From an optimization exercise on the open Yosys and OpenROAD flow, aimed at a short achievable clock period and few clock cycles; shortcuts taken in it are not production practice. In this exercise RTL edits were held to simulation tests only and were not proved equivalent to the original. No activity file was given, so power comes from the tool's default toggle rates.

===== flow/run.sh =====
#!/bin/bash
# synth_recipe.tcl (not shown) runs the flow's synth.tcl, then flattens the netlist and writes it again
# the make line also repeats each setting of config.mk as NAME=value (left out here)
make -C /OpenROAD-flow-scripts/flow DESIGN_CONFIG=/design/flow/config.mk WORK_HOME=/design/flow/orfs CLKGATE_MAP_FILE= SYNTH_SCRIPT=/design/flow/synth_recipe.tcl finish

===== flow/config.mk =====
export PLATFORM = sky130hd
export DESIGN_NAME = rv32i
export DESIGN_NICKNAME = rv32i
export VERILOG_FILES = /design/flow/design.v
export SDC_FILE = /design/flow/constraint.sdc
export NUM_CORES = 4
export LEC_CHECK = 0
export CAP_MARGIN = 20
export CORE_MARGIN = 2
export CORE_UTILIZATION = 40
export SLEW_MARGIN = 20

===== flow/constraint.sdc =====
create_clock -name core_clock -period 8.0 [get_ports {clk}]
set_input_delay 1.6000 -clock core_clock [delete_from_list [all_inputs] [get_ports {clk}]]
set_output_delay 1.6000 -clock core_clock [all_outputs]
set_load 0.01 [all_outputs]

===== flow/design.v =====
module rfile (
    input  wire        clk,
    input  wire [4:0]  a1, a2,
    output wire [31:0] rd1, rd2,
    input  wire [4:0]  a3,
    input  wire [31:0] wd,
    input  wire        we
);
    reg [31:0] rf [1:31];
    assign rd1 = (a1 == 5'd0) ? 32'd0 : rf[a1];
    assign rd2 = (a2 == 5'd0) ? 32'd0 : rf[a2];
    integer k;
    always @(posedge clk) begin
        for (k = 1; k < 32; k = k + 1)
            if (we && a3 == k[4:0]) rf[k] <= wd;
    end
endmodule
module alu (
    input  wire [31:0] a,
    input  wire [31:0] b,
    input  wire        r_add, r_sub, r_sll, r_slt, r_sltu,
    input  wire        r_xor, r_srl, r_sra, r_or, r_and,
    output wire [31:0] y,
    output wire        eq, lt, ltu
);
    wire [31:0] sum  = a + b;
    wire [32:0] diff = {1'b0, a} - {1'b0, b};
    wire [4:0]  sh   = b[4:0];
    assign eq  = (a == b);
    assign ltu = diff[32];
    assign lt  = (a[31] ^ b[31]) ? a[31] : diff[31];
    wire [31:0] y_sll = a << sh;
    wire [31:0] y_srl = a >> sh;
    wire [31:0] y_sra = $signed(a) >>> sh;
    assign y = ({32{r_add}}  & sum)
             | ({32{r_sub}}  & diff[31:0])
             | ({32{r_sll}}  & y_sll)
             | ({32{r_slt}}  & {31'd0, lt})
             | ({32{r_sltu}} & {31'd0, ltu})
             | ({32{r_xor}}  & (a ^ b))
             | ({32{r_srl}}  & y_srl)
             | ({32{r_sra}}  & y_sra)
             | ({32{r_or}}   & (a | b))
             | ({32{r_and}}  & (a & b));
endmodule
module rv32i (
    input  wire        clk,
    input  wire        n_rst,
    input  wire [31:0] instruction,
    output wire [9:0]  pc,
    input  wire [31:0] d_in,
    output wire        wr_en,
    output wire [1:0]  mode,
    output wire [9:0]  wr_addr,
    output wire [9:0]  rd_addr,
    output wire [31:0] d_out
);
    reg  [9:0]  pc_r;
    reg         br_E, jalrnf_E, auipc_E, load_E, store_E, wr_E, pred_E;
    reg         beq_E, bne_E, blt_E, bge_E, bltu_E, bgeu_E;
    reg         r_add_E, r_sub_E, r_sll_E, r_slt_E, r_sltu_E;
    reg         r_xor_E, r_srl_E, r_sra_E, r_or_E, r_and_E, r_pass_E;
    reg         faM_E, faW_E, faR_E;
    reg         fbM_E, fbW_E, fbR_E, fbI_E;
    reg         fsM_E, fsW_E, fsR_E;
    reg  [4:0]  rd_E;
    reg  [2:0]  f3_E;
    reg  [9:0]  alt_E;
    reg  [31:0] pass_E, rfa_E, rfb_E, imm_E;
    reg         wr_M, load_M;
    reg         ldb_M, ldh_M, ldw_M, lds_M;
    reg  [4:0]  rd_M;
    reg  [31:0] res_M;
    reg  [9:0]  rd_addr_r, wr_addr_r;
    reg  [1:0]  mode_r;
    reg         wr_en_r;
    reg  [31:0] d_out_r;
    reg  [31:0] res_W;
    assign pc      = pc_r;
    assign rd_addr = rd_addr_r;
    assign wr_addr = wr_addr_r;
    assign mode    = mode_r;
    assign wr_en   = wr_en_r;
    assign d_out   = d_out_r;
    wire [31:0] i   = instruction;
    wire [4:0]  opc = i[6:2];
    wire [4:0]  rs1 = i[19:15];
    wire [4:0]  rs2 = i[24:20];
    wire [4:0]  rd  = i[11:7];
    wire [2:0]  f3  = i[14:12];
    wire is_lui   = (opc == 5'b01101);
    wire is_auipc = (opc == 5'b00101);
    wire is_jal   = (opc == 5'b11011);
    wire is_jalr  = (opc == 5'b11001);
    wire is_br    = (opc == 5'b11000);
    wire is_load  = (opc == 5'b00000);
    wire is_store = (opc == 5'b01000);
    wire is_opimm = (opc == 5'b00100);
    wire is_op    = (opc == 5'b01100);
    wire use_rs1  = ~(is_lui | is_auipc | is_jal);
    wire use_rs2  = is_op | is_store | is_br;
    wire writes   = (is_lui | is_auipc | is_jal | is_jalr | is_load | is_opimm | is_op)
                    & (rd != 5'd0);
    wire [31:0] imm_i = {{20{i[31]}}, i[31:20]};
    wire [31:0] imm_s = {{20{i[31]}}, i[31:25], i[11:7]};
    wire [31:0] imm_u = {i[31:12], 12'd0};
    wire [31:0] rf_a, rf_b;
    wire [31:0] wd;
    rfile rfile (
        .clk(clk),
        .a1(rs1), .a2(rs2),
        .rd1(rf_a), .rd2(rf_b),
        .a3(rd_M), .wd(wd), .we(wr_M)
    );
    wire a_hitE = wr_E & (rd_E == rs1);
    wire a_hitM = wr_M & (rd_M == rs1);
    wire b_hitE = wr_E & (rd_E == rs2);
    wire b_hitM = wr_M & (rd_M == rs2);
    wire stall = load_E & wr_E & ((use_rs1 & (rd_E == rs1)) | (use_rs2 & (rd_E == rs2)));
    wire is_alu  = is_op | is_opimm;
    wire sub_sra = i[30] & (is_op | (f3 == 3'b101));
    wire f_add   = (is_alu & (f3 == 3'b000) & ~(is_op & i[30])) | is_load | is_store;
    wire f_sub   = is_op & (f3 == 3'b000) & i[30];
    wire f_sll   = is_alu & (f3 == 3'b001);
    wire f_slt   = is_alu & (f3 == 3'b010);
    wire f_sltu  = is_alu & (f3 == 3'b011);
    wire f_xor   = is_alu & (f3 == 3'b100);
    wire f_srl   = is_alu & (f3 == 3'b101) & ~sub_sra;
    wire f_sra   = is_alu & (f3 == 3'b101) & sub_sra;
    wire f_or    = is_alu & (f3 == 3'b110);
    wire f_and   = is_alu & (f3 == 3'b111);
    wire f_pass  = is_lui | is_auipc | is_jal | is_jalr;
    wire [9:0]  pc_plus4 = pc_r + 10'd4;
    wire [10:0] link     = {1'b0, pc_r} + 11'd4;
    wire [9:0]  imm_jb   = is_jal ? {i[29:21], 1'b0} : {i[29:25], i[11:8], 1'b0};
    wire [9:0]  t_jb     = pc_r + imm_jb;
    wire        fuse     = is_jalr & auipc_E & (rd_E == rs1);
    wire [9:0]  t_jr_sum = pass_E[9:0] + i[29:20];
    wire [9:0]  t_jr     = {t_jr_sum[9:1], 1'b0};
    wire        pred_tk  = is_br & i[31];
    wire        jump     = is_jal | pred_tk | fuse;
    wire [31:0] a = ({32{faM_E}} & res_M) | ({32{faW_E}} & res_W) | ({32{faR_E}} & rfa_E);
    wire [31:0] b = ({32{fbM_E}} & res_M) | ({32{fbW_E}} & res_W) | ({32{fbR_E}} & rfb_E)
                  | ({32{fbI_E}} & imm_E);
    wire [31:0] sdata = ({32{fsM_E}} & res_M) | ({32{fsW_E}} & res_W) | ({32{fsR_E}} & rfb_E);
    wire [31:0] alu_y;
    wire        eq, lt, ltu;
    alu alu (
        .a(a), .b(b),
        .r_add(r_add_E), .r_sub(r_sub_E), .r_sll(r_sll_E), .r_slt(r_slt_E), .r_sltu(r_sltu_E),
        .r_xor(r_xor_E), .r_srl(r_srl_E), .r_sra(r_sra_E), .r_or(r_or_E), .r_and(r_and_E),
        .y(alu_y), .eq(eq), .lt(lt), .ltu(ltu)
    );
    wire [31:0] res_E = alu_y | ({32{r_pass_E}} & pass_E);
    wire [9:0]  addr_E = a[9:0] + b[9:0];
    wire taken = (beq_E & eq) | (bne_E & ~eq) | (blt_E & lt) | (bge_E & ~lt)
               | (bltu_E & ltu) | (bgeu_E & ~ltu);
    wire mis   = (br_E & (taken ^ pred_E)) | jalrnf_E;
    wire [9:0] fix = jalrnf_E ? {addr_E[9:1], 1'b0} : alt_E;
    wire [31:0] ld_val = ({32{ldb_M}} & {{24{lds_M & d_in[7]}},  d_in[7:0]})
                       | ({32{ldh_M}} & {{16{lds_M & d_in[15]}}, d_in[15:0]})
                       | ({32{ldw_M}} & d_in);
    assign wd = load_M ? ld_val : res_M;
    wire go = ~mis & ~stall;    
    always @(posedge clk or negedge n_rst) begin
        if (!n_rst) begin
            pc_r <= 10'd0;
        end else if (mis) begin
            pc_r <= fix;
        end else if (!stall) begin
            pc_r <= jump ? (fuse ? t_jr : t_jb) : pc_plus4;
        end
    end
    always @(posedge clk or negedge n_rst) begin
        if (!n_rst) begin
            br_E <= 1'b0; jalrnf_E <= 1'b0; auipc_E <= 1'b0; load_E <= 1'b0;
            store_E <= 1'b0; wr_E <= 1'b0; pred_E <= 1'b0;
            beq_E <= 1'b0; bne_E <= 1'b0; blt_E <= 1'b0; bge_E <= 1'b0;
            bltu_E <= 1'b0; bgeu_E <= 1'b0;
            r_add_E <= 1'b0; r_sub_E <= 1'b0; r_sll_E <= 1'b0; r_slt_E <= 1'b0;
            r_sltu_E <= 1'b0; r_xor_E <= 1'b0; r_srl_E <= 1'b0; r_sra_E <= 1'b0;
            r_or_E <= 1'b0; r_and_E <= 1'b0; r_pass_E <= 1'b0;
            faM_E <= 1'b0; faW_E <= 1'b0; faR_E <= 1'b0;
            fbM_E <= 1'b0; fbW_E <= 1'b0; fbR_E <= 1'b0; fbI_E <= 1'b0;
            fsM_E <= 1'b0; fsW_E <= 1'b0; fsR_E <= 1'b0;
        end else begin
            br_E     <= go & is_br;
            jalrnf_E <= go & is_jalr & ~fuse;
            auipc_E  <= go & is_auipc & (rd != 5'd0);
            load_E   <= go & is_load;
            store_E  <= go & is_store;
            wr_E     <= go & writes;
            pred_E   <= pred_tk;
            beq_E    <= go & is_br & (f3 == 3'b000);
            bne_E    <= go & is_br & (f3 == 3'b001);
            blt_E    <= go & is_br & (f3 == 3'b100);
            bge_E    <= go & is_br & (f3 == 3'b101);
            bltu_E   <= go & is_br & (f3 == 3'b110);
            bgeu_E   <= go & is_br & (f3 == 3'b111);
            r_add_E  <= f_add;
            r_sub_E  <= f_sub;
            r_sll_E  <= f_sll;
            r_slt_E  <= f_slt;
            r_sltu_E <= f_sltu;
            r_xor_E  <= f_xor;
            r_srl_E  <= f_srl;
            r_sra_E  <= f_sra;
            r_or_E   <= f_or;
            r_and_E  <= f_and;
            r_pass_E <= f_pass;
            faM_E    <= a_hitE;
            faW_E    <= ~a_hitE & a_hitM;
            faR_E    <= ~a_hitE & ~a_hitM;
            fbM_E    <= ~(is_opimm | is_load | is_store | is_jalr) & b_hitE;
            fbW_E    <= ~(is_opimm | is_load | is_store | is_jalr) & ~b_hitE & b_hitM;
            fbR_E    <= ~(is_opimm | is_load | is_store | is_jalr) & ~b_hitE & ~b_hitM;
            fbI_E    <= is_opimm | is_load | is_store;
            fsM_E    <= b_hitE;
            fsW_E    <= ~b_hitE & b_hitM;
            fsR_E    <= ~b_hitE & ~b_hitM;
        end
    end
    always @(posedge clk) begin
        rd_E   <= rd;
        f3_E   <= f3;
        alt_E  <= pred_tk ? pc_plus4 : t_jb;
        pass_E <= is_lui   ? imm_u :
                  is_auipc ? {i[31:12], 2'b00, pc_r} :
                             {21'd0, link};
        rfa_E  <= rf_a;
        rfb_E  <= rf_b;
        imm_E  <= is_store ? imm_s : imm_i;
    end
    always @(posedge clk or negedge n_rst) begin
        if (!n_rst) begin
            wr_M    <= 1'b0;
            load_M  <= 1'b0;
            wr_en_r <= 1'b0;
        end else begin
            wr_M    <= wr_E;
            load_M  <= load_E;
            wr_en_r <= store_E;
        end
    end
    always @(posedge clk) begin
        rd_M      <= rd_E;
        res_M     <= res_E;
        ldb_M     <= (f3_E[1:0] == 2'b00);
        ldh_M     <= (f3_E[1:0] == 2'b01);
        ldw_M     <= (f3_E[1:0] == 2'b10);
        lds_M     <= ~f3_E[2];
        rd_addr_r <= addr_E;
        wr_addr_r <= addr_E;
        mode_r    <= f3_E[1:0];
        d_out_r   <= sdata;
        res_W     <= wd;
    end
endmodule

==> summary.txt, run 1 <==
- The global-route wire length before repair is between 300,000 and 400,000 microns.
- The final routed DRC violation total is 0.
- The type of the setup path with the least slack is reg -> reg.
- Clock tree synthesis inserted a total of about 140 buffers.
- The number of gates resized after CTS was 0.
- The number of placed instances, taps included, is around 7,100.
- Data on the critical path arrives at its endpoint at between 7 and 8 ns.
- The number of global-route vias before repair came to just over 50,000.
- After synthesis, the cell types taking the most area are sky130_fd_sc_hd__edfxtp_1 49%, sky130_fd_sc_hd__dfxtp_1 8.0%, sky130_fd_sc_hd__a22oi_1 4.9%.
- From left edge to right edge, the die measures between 300 and 400 microns.
- The hold violation count in the final report is 0.
- The buffers inserted during post-CTS setup optimization is 0.
- The kind of path behind the tightest hold check is reg -> reg.
- The overall overflow remaining after global route is 0.
- TritonCTS built the clock tree.
- The final worst-path setup slack is about 1.3 ns.
- Using the TritonRoute via totals, the vias-per-cell ratio works out to around 7.4.
- After the flow finishes, the layout carries non-filler instances totaling ~7,300.
- The routed design has between 200,000 and 300,000 microns of wire.
- The total of buffers placed on input and output ports is roughly 130.
- The number of antenna violations at the first check in global routing came to 18.
- The die footprint is ~150,000 sq um.
- The number of inserted filler cells in the final layout is roughly 14,000.
- Headroom to the max-slew limit came out at 4.333%.
- The count of endpoints failing setup in the final report is 0.
- The worst setup skew after layout is roughly 0.035 ns.
- Hold timing on the final database bottoms out at a slack of about 0.37 ns.
- The run finished with no timing, DRC or antenna violations.
- For the worst setup path, the data required time is 8.65 ns.
- Along the worst path, the maximum fanout reaches 6.
- The clock sink total is about 1,300.
- The H-tree depth is 4.
- Clock-pin slew was measured on the worst setup and hold paths at 0.06 ns.
- Setup repair after global routing left no endpoint under its margin.
- The finished cells cover 69,760 sq um.
- The cell taking the most area after synthesis is sky130_fd_sc_hd__edfxtp_1.
- In this run the mean area of a mapped cell was 11.84 sq um.
- The initial utilization of the core area, before any placement, comes to 40.32%.
- Cells fill roughly 47% of the core in the end.
- In this run the most critical hold path is launched from store_E$_DFF_PN0_.
- The number of synthesis warnings is 35.
- The number of register bits inferred by synthesis is roughly 1,300.
- The total leakage power is around 24 nW.
- STA classifies the critical path startpoint as a register.
- The height of the die is between 300 and 400 microns.
- The pin count of the biggest net entering global routing is 68.
- In this run, synthesis inferred ~990 flip-flops with an integrated enable.
- The cell count after synthesis came out at 5,105.
- At the pin with the least slew margin, the transition time is between 1 and 1.5 ns.
- The sequential-to-total area share from yosys stat is between 50 and 60%.
- The number of hold buffers added after CTS was 0.
- The endpoint type of the worst setup path is a register.
- The share of the clock period used by the worst path after layout is a little over four fifths.
- The total number of placement rows is between 100 and 150.
- The congestion estimate from routability-driven global placement came to ~0.99.
- The number of nets in the synthesized netlist is approximately 5,300.
- Timing would allow up to roughly 150 MHz.
- Across every metal layer, demand over resource in global routing totals between 30% and 40%.
- The detail route stage leaves a number of antenna-violating nets equal to 0.
- The power consumption is approximately 18 mW.
- At the end of the flow, the number of nets in the layout was ~5,400.
- The count of pins on the block boundary is 131.
- The startpoint of the most critical setup path is faW_E$_DFF_PN0_.
- Counting along the longest clock path gives a buffer depth of 3.
- The cell sitting at the root of the clock tree is a sky130_fd_sc_hd__clkbuf_16.
- The area share of the leading cell type in the synthesized netlist is 49.27%.
- The count of routing violations after the opening detailed-route iteration is between 10,000 and 15,000.
- Cells with a size suffix above 1 make up between 10% and 20% of the layout.
- The maximum ir drop on the vdd rail is ~0.00021 V.
- The routed layout has 54,320 vias.
- The shortest period the worst path allows is roughly 6.7 ns.
- Prior to clock tree synthesis, the placed netlist has a worst setup slack of between 1.5 and 2 ns.
- The number of distinct standard cells referenced by the synthesized netlist is 96.
- Power spread over the standard cell area amounts to around 260 nW/um^2.
- For this run, the leading register cell type out of synthesis is sky130_fd_sc_hd__edfxtp_1.
- The startpoint of the worst-slack reg-to-reg timing path is faW_E$_DFF_PN0_.
- The number of maximum-capacitance violations is 0.
- The detailed-routing iteration count for the pre-antenna-repair pass is 10.
- Adding up every negative setup slack in the final design gives 0 ns.
- The post-DP HPWL is about 180,000 microns.
- The clock reaches the later pin of the worst-skew pair after 0.82 ns.
- Once placement finished, the instance area stood at around 65,000 sq um.
- The count of final max-slew check failures is 0.
- The cell area after synthesis is 60,460 sq um.
- The post-synthesis to final-layout area growth is 15.38%.
- The proportion of synthesized flip-flops having asynchronous set or reset is 3.669%.
- Dividing the detail-routed wire length by the instance count gives slightly above 40 microns.
- The core area is roughly 150,000 sq um.
==> synth_stat cells, types with 25 or more instances <==
library cell	count
sky130_fd_sc_hd__a22oi_1	391
sky130_fd_sc_hd__nor2_1	248
sky130_fd_sc_hd__a31oi_1	35
sky130_fd_sc_hd__nand3_1	165
sky130_fd_sc_hd__a21o_1	31
sky130_fd_sc_hd__nand4_1	152
sky130_fd_sc_hd__ha_1	115
sky130_fd_sc_hd__a221oi_1	264
sky130_fd_sc_hd__a22o_1	255
sky130_fd_sc_hd__buf_2	25
sky130_fd_sc_hd__xor2_1	25
sky130_fd_sc_hd__clkbuf_1	299
sky130_fd_sc_hd__mux2i_1	59
sky130_fd_sc_hd__nand2_1	354
sky130_fd_sc_hd__a222oi_1	123
sky130_fd_sc_hd__dfxtp_1	242
sky130_fd_sc_hd__a21oi_1	286
sky130_fd_sc_hd__and2_1	35
sky130_fd_sc_hd__nand2b_1	26
sky130_fd_sc_hd__buf_1	45
sky130_fd_sc_hd__o21ai_0	143
sky130_fd_sc_hd__edfxtp_1	992
sky130_fd_sc_hd__dfrtp_1	47
sky130_fd_sc_hd__xnor2_1	46
sky130_fd_sc_hd__inv_1	146
sky130_fd_sc_hd__o211ai_1	43
sky130_fd_sc_hd__nor3_1	91
sky130_fd_sc_hd__a211oi_1	25
==> critical path: stages (launching register included) <==
cell and delay [ns]:
sky130_fd_sc_hd__dfrtp_1 0.42, sky130_fd_sc_hd__a222oi_1 0.73, sky130_fd_sc_hd__inv_1 0.19, sky130_fd_sc_hd__ha_1 0.38, sky130_fd_sc_hd__or2_2 0.30, sky130_fd_sc_hd__a221oi_1 0.47, sky130_fd_sc_hd__o41ai_1 0.22, sky130_fd_sc_hd__a21oi_2 0.35
sky130_fd_sc_hd__a211oi_1 0.14, sky130_fd_sc_hd__buf_4 0.18, sky130_fd_sc_hd__o221ai_1 0.46, sky130_fd_sc_hd__a21oi_1 0.13, sky130_fd_sc_hd__o21bai_1 0.18, sky130_fd_sc_hd__a31oi_1 0.14, sky130_fd_sc_hd__fa_1 0.65, sky130_fd_sc_hd__mux2_2 0.35
sky130_fd_sc_hd__a211oi_2 0.24, sky130_fd_sc_hd__o31a_2 0.27, sky130_fd_sc_hd__a21boi_4 0.10, sky130_fd_sc_hd__o31ai_2 0.55, sky130_fd_sc_hd__a2111oi_2 0.10
==> cell usage in the layout, fill, tap and decap left out, types with 34 or more instances in the layout <==
| cell | count |
|---|---|
| sky130_fd_sc_hd__edfxtp_1 | 992 |
| sky130_fd_sc_hd__a22oi_1 | 391 |
| sky130_fd_sc_hd__nand2_1 | 353 |
| sky130_fd_sc_hd__a221oi_1 | 264 |
| sky130_fd_sc_hd__a21oi_1 | 262 |
| sky130_fd_sc_hd__a22o_1 | 249 |
| sky130_fd_sc_hd__dfxtp_1 | 242 |
| sky130_fd_sc_hd__buf_4 | 200 |
| sky130_fd_sc_hd__nand3_1 | 165 |
| sky130_fd_sc_hd__nor2_1 | 155 |
| sky130_fd_sc_hd__nand4_1 | 152 |
| sky130_fd_sc_hd__inv_1 | 144 |
| sky130_fd_sc_hd__o21ai_0 | 143 |
| sky130_fd_sc_hd__clkbuf_16 | 139 |
| sky130_fd_sc_hd__clkdlybuf4s50_1 | 125 |
| sky130_fd_sc_hd__a222oi_1 | 123 |
| sky130_fd_sc_hd__ha_1 | 115 |
| sky130_fd_sc_hd__nor2_4 | 93 |
| sky130_fd_sc_hd__nor3_1 | 86 |
| sky130_fd_sc_hd__mux2i_1 | 59 |
| sky130_fd_sc_hd__dfrtp_1 | 47 |
| sky130_fd_sc_hd__xnor2_1 | 46 |
| sky130_fd_sc_hd__o211ai_1 | 43 |
| sky130_fd_sc_hd__and2_1 | 35 |
| sky130_fd_sc_hd__a31oi_1 | 34 |
| sky130_fd_sc_hd__clkinv_2 | 34 |
==> routing by layer <==
metal	global-route usage [%]	vias to the layer above	wire length (microns)
met3	16.04	1560	48190
met1	45.36	26290	100100
li1	-	20810	-
met2	53.61	5639	122300
met4	22.53	24	23750
met5	0.8612	-	620
==> kinds of logic after synthesis <==
family	share of synthesized area, %
compound gates	22.94
flops	59.23
simple gates	9.265
buf+inv	3.524
fa+ha+maj	2.545
mux	1.467
xor+xnor	1.029
==> worst paths after layout <==
path / endpoint / slack, ns / cells after the start
setup reg to reg: jalrnf_E$_DFF_PN0_ / 1.28 / 20
setup / recovery: jalrnf_E$_DFF_PN0_ / 1.28 / 20
max in group asynchronous: fsM_E$_DFF_PN0_ / 6.62 / 2
hold reg to reg: wr_en_r$_DFF_PN0_ / 0.37 / 0
hold / removal: wr_en_r$_DFF_PN0_ / 0.37 / 0
min in group asynchronous: r_or_E$_DFF_PN0_ / 0.92 / 2
==> cell type report <==
class / instances / area [sq um] / area share (%)
Sequential cell: 1281 / 35810 / 51.33
Timing Repair Buffer: 341 / 3003 / 4.304
Clock buffer: 163 / 3618 / 5.187
Multi-Input combinational cell: 3286 / 23430 / 33.58
Tap cell: 2016 / 2522 / 3.616
Clock inverter: 84 / 782.0 / 1.121
Inverter: 151 / 566.8 / 0.8125
Antenna cell: 13 / 32.53 / 0.04663
==> flip-flops by register name, indices dropped and copies added (netlist names), 12 cells and up <==
register,cells
res_M,32
rfb_E,32
res_W,32
pass_E,31
d_out_r,32
rfile.rf,992
rfa_E,32
imm_E,12
==> power by group <==
| group | internal [mW] | switching, mW |
|---|---|---|
| combinational | 1.32 | 2.71 |
| clock | 3.53 | 2.83 |
| sequential | 7.68 | 0.254 |
Testbench counts, summed over its fixed seeds: cycles 70,019.
==> run 2, diff against run 1 <==
--- a/flow/config.mk
+++ b/flow/config.mk
@@ -7,2 +7,3 @@
 export LEC_CHECK = 0
+export ABC_CLOCK_PERIOD_IN_PS = 2500
 export CAP_MARGIN = 20
@@ -10,2 +11,3 @@
 export CORE_UTILIZATION = 40
+export SETUP_SLACK_MARGIN = 5.0
 export SLEW_MARGIN = 20
==> summary.txt, run 2 <==
- The top cell types in the final layout, fill and taps aside, are 992 x sky130_fd_sc_hd__edfxtp_1, 489 x sky130_fd_sc_hd__buf_4, 375 x sky130_fd_sc_hd__a22oi_1.
- The post-synthesis to final-layout area growth is 31.64%.
- TritonCTS built the clock tree.
- Setup violations remaining at the end of the flow were counted as 0.
- The total leakage power is roughly 28 nW.
- After synthesis, flip-flops and latches occupy just under 60% of the total area.
- The top flip-flop cell by instance count after synthesis is sky130_fd_sc_hd__edfxtp_1.
- The largest total area in the synthesized netlist belongs to sky130_fd_sc_hd__edfxtp_1.
- The number of antenna violations at the first check in global routing is 15.
- Global routing used 40.45% of the available tracks.
- The flow ran to the end and the layout has no timing, DRC or antenna violations.
- The cell sitting at the root of the clock tree is a sky130_fd_sc_hd__clkbuf_16.
- The number of instances in the synthesized netlist is between 5,000 and 6,000.
- The first global-routing pass estimated 431,300 microns of wire.
- In this run the worst path has a maximum fanout of 8.
- The path class of the tightest hold or removal check is reg -> reg.
- The hold violation count in the final report is 0.
- The startpoint class of the critical path is a register.
- The die footprint is about 150,000 sq um.
- Cells with a size suffix above 1 make up 28.90% of the layout.
- The routed layout has around 58,000 vias.
- Summed over all layers, the global routing overflow is 0.
- The floorplan die width is between 300 and 400 microns.
- The share of the clock period used by the worst path after layout is between 60% and 70%.
- The detailed-routing iteration count for the pre-antenna-repair pass is 14.
- In this run the cell area measured after placement is 66,510 sq um.
- The count of buffers added on input and output ports is between 100 and 150.
- Routability-driven placement finished with a final weighted congestion of ~1.
- Power comes to between 15 and 20 mW.
- Yosys mapped a number of flops with a built-in enable equal to about 990.
- The number of distinct standard cells referenced by the synthesized netlist is 96.
- Hold repair after CTS inserted 0 buffers.
- The shortest period the worst path allows is ~5.4 ns.
- The worst slack at placement is between 1.5 and 2 ns.
- The worst setup skew after layout is between 0.05 and 0.06 ns.
- The count of placed standard cells in the final layout, fillers left out is roughly 7,800.
- The synthesized area divided by synthesized cell count is roughly 12 sq um.
- The maximum ir drop on the vdd rail is between 0.0002 and 0.00025 V.
- The final core area utilization is around 53%.
- The final worst-path setup slack is around 2.6 ns.
- The count of final max-slew check failures is 0.
- STA puts the critical path data required time at just under 9 ns.
- After detailed placement, the design holds a cell count of 7,086.
- The tightest hold path in the finished design has a slack of 0.3550 ns.
- The wire-length estimate of the detail-placed layout is approximately 180,000 microns.
- The H-tree depth is 4.
- The library cell used most frequently in the layout, excluding fill and tap cells, is sky130_fd_sc_hd__edfxtp_1.
- Entering global routing, the biggest net connects 67 pins.
- The worst slew slack as a fraction of its limit is between 10% and 20%.
- Dividing the detail-routed wire length by the instance count gives roughly 42 microns.
- The initial utilization of the core area, before any placement, comes to between 40% and 50%.
- Across the run, the number of max-cap violations was 0.
- Data on the critical path arrives at its endpoint at ~6.1 ns.
- Power spread over the standard cell area amounts to 250.7 nW/um^2.
- The floorplan has ~140 rows.
- The most common cell in the synthesized netlist is sky130_fd_sc_hd__edfxtp_1.
- The layout has between 10,000 and 15,000 filler cells.
- The proportion of synthesized flip-flops having asynchronous set or reset is 3.669%.
- The finished layout cell area is around 80,000 sq um.
- The number of clock buffers inserted by TritonCTS is ~140.
- The Yosys step of the flow raised 35 warnings.
- The number of global-route vias before repair is ~53,000.
- By count the netlist is led by 992 x sky130_fd_sc_hd__edfxtp_1, 391 x sky130_fd_sc_hd__a22oi_1, 354 x sky130_fd_sc_hd__nand2_1.
- The count of routing violations after the opening detailed-route iteration is about 12,000.
- Timing would allow up to approximately 190 MHz.
- The final total negative setup slack is 0 ns.
- The final routed DRC violation total is 0.
- Once detail routing completed, the nets flagged for antenna violations numbered 0.
- The flip-flop count of the largest register after layout is slightly below 1,000.
- The top cell type by area accounts for between 40% and 50% of the synthesized area.
- The type of the setup path with the least slack is reg -> reg.
- The floorplan step defined a core boundary enclosing roughly 150,000 sq um.
- Sorting the synthesized cells by area gives the leading types as sky130_fd_sc_hd__edfxtp_1 49%, sky130_fd_sc_hd__dfxtp_1 8.0%, sky130_fd_sc_hd__a22oi_1 4.9%.
- In this run the deepest clock path goes through 3 buffers.
- Pin placement for this block handled roughly 130 I/O pins.
- Ranked by flip-flop count, first place goes to rfile.rf.
- The clock-pin slew on the worst setup and hold paths is approximately 0.060 ns.
- Dividing the detail-routed via count by the number of cells gives between 7 and 8.
- Setup repair after global routing could not meet its margin everywhere.
- The height of the die is about 390 microns.
- In the final design database the tool counted 5,883 nets.
- The final layout contains routed wiring with a total length of ~330,000 microns.
- The mapped netlist covers 60,460 sq um.
- Synthesis inferred 1,281 register bits.
- The latest clock arrival within the worst-skew pair is ~0.81 ns.
- For the pin with the worst max-slew slack, the measured transition is between 1 and 1.5 ns.
- The endpoint type of the worst setup path is a register.
- The clock sink total is approximately 1,300.
- The number of nets in the synthesized netlist is between 5,000 and 6,000.
[run 2: power by group]
| group | internal, mW | leakage [nW] | switching [mW] |
|---|---|---|---|
| combinational | 1.99 | 14.5 | 3.34 |
| sequential | 7.69 | 11.7 | 0.201 |
| clock | 3.84 | 2.29 | 2.91 |
| total | 13.5 | 28.5 | 6.45 |
[run 2: worst paths after layout]
kind / slack, ns / startpoint / cells after the start / endpoint
worst min-delay path: 0.36 / store_E$_DFF_PN0_ / 0 / wr_en_r$_DFF_PN0_
worst max register to register: 2.61 / faM_E$_DFF_PN0_ / 22 / pc_r[1]$_DFFE_PN0P_
min in group asynchronous: 0.91 / n_rst / 2 / r_and_E$_DFF_PN0_
worst min register to register: 0.36 / store_E$_DFF_PN0_ / 0 / wr_en_r$_DFF_PN0_
worst max-delay path: 2.61 / faM_E$_DFF_PN0_ / 22 / pc_r[1]$_DFFE_PN0P_
max in group asynchronous: 6.56 / n_rst / 2 / faM_E$_DFF_PN0_
[run 2: kinds of logic (layout without fill, tap and decap cells)]
family                   after synthesis  in the layout  share of synthesized area (%)
AO/OA/AOI/OAI                       1832           1836                          22.94
XOR/XNOR                              71             71                          1.029
adder cells (fa/ha/maj)              120            120                          2.545
buffers and inverters                538           1237                          3.524
flip-flops                          1281           1281                          59.23
multiplexers                          84             84                          1.467
other                                  0             15                              0
AND/OR/NAND/NOR                     1179           1181                          9.265
[run 2: repair_timing]
item / 4_1_cts / 5_1_grt
pin swaps: 156 / 241
setup endpoints to repair: 990 / 317
setup buffers: 276 / 185
cloned: 15 / 11
gates resized for setup: 600 / 425
endpoints found under the hold margin: 0 / 0
[run 2: worst max-delay path, cell delays in order, from the launching register on]
cell	delay, ns
sky130_fd_sc_hd__dfrtp_4	0.51
sky130_fd_sc_hd__buf_6	0.15
sky130_fd_sc_hd__a222oi_1	0.34
sky130_fd_sc_hd__buf_4	0.21
sky130_fd_sc_hd__inv_2	0.06
sky130_fd_sc_hd__ha_4	0.28
sky130_fd_sc_hd__nand2b_4	0.13
sky130_fd_sc_hd__a21oi_4	0.07
sky130_fd_sc_hd__o41ai_4	0.40
sky130_fd_sc_hd__a21oi_4	0.09
sky130_fd_sc_hd__a211oi_4	0.43
sky130_fd_sc_hd__o221ai_4	0.17
sky130_fd_sc_hd__a21oi_2	0.15
sky130_fd_sc_hd__o21bai_1	0.09
sky130_fd_sc_hd__a31oi_2	0.32
sky130_fd_sc_hd__fa_2	0.39
sky130_fd_sc_hd__mux2_4	0.34
sky130_fd_sc_hd__a211oi_4	0.20
sky130_fd_sc_hd__o31a_4	0.22
sky130_fd_sc_hd__and3b_4	0.26
sky130_fd_sc_hd__o31ai_4	0.07
sky130_fd_sc_hd__buf_6	0.16
sky130_fd_sc_hd__o211a_1	0.21
[run 2: area by class of cell]
type                       count  area (sq um)  share of cell area (%)
sequential                  1281         35830                   45.02
multi-input combinational   3292         27220                   34.20
timing repair buffer         833          8685                   10.91
clock buffer                 170          3636                   4.568
tap                         2016          2522                   3.169
clock inverter                83          1065                   1.338
inverter                     151         593.1                  0.7452
antenna                       15         37.54                 0.04716
[run 2: routing by layer]
layer  vias up  global-route usage [%]  share of wire (%)
li1      21830                       -                  -
met1     28010                   47.21                 32
met2      6296                   59.10                 41
met3      1965                   17.09                 17
met4        20                   30.06                 10
met5         -                  0.5104               0.14

## re-timing with driven ports
The results above use ideal ports. As a check the final layouts listed here were re-extracted and re-timed, cells and wires unchanged. Step 1 (the two cells are an assumption about what drives the block):
set clk [get_ports {clk}]
set_driving_cell -lib_cell sky130_fd_sc_hd__clkbuf_16 $clk
set_driving_cell -lib_cell sky130_fd_sc_hd__buf_2 [delete_from_list [all_inputs] $clk]
Step 2 also shifts input and output timing later by t, the mid clock arrival at the registers, as if the neighbouring blocks saw the same clock. Three values: no drivers, after step 1, after step 2; two values: the first two.
| run | t, ns | setup WS [ns] | hold WS [ns] |
|---|---|---|---|
| run 1 | 0.879 | 1.283 / 1.283 / 1.283 | 0.365 / 0.365 / 0.365 |
| run 2 | 0.865 | 2.610 / 2.610 / 2.610 | 0.355 / 0.355 / 0.355 |
After both steps every run listed still meets setup and hold.
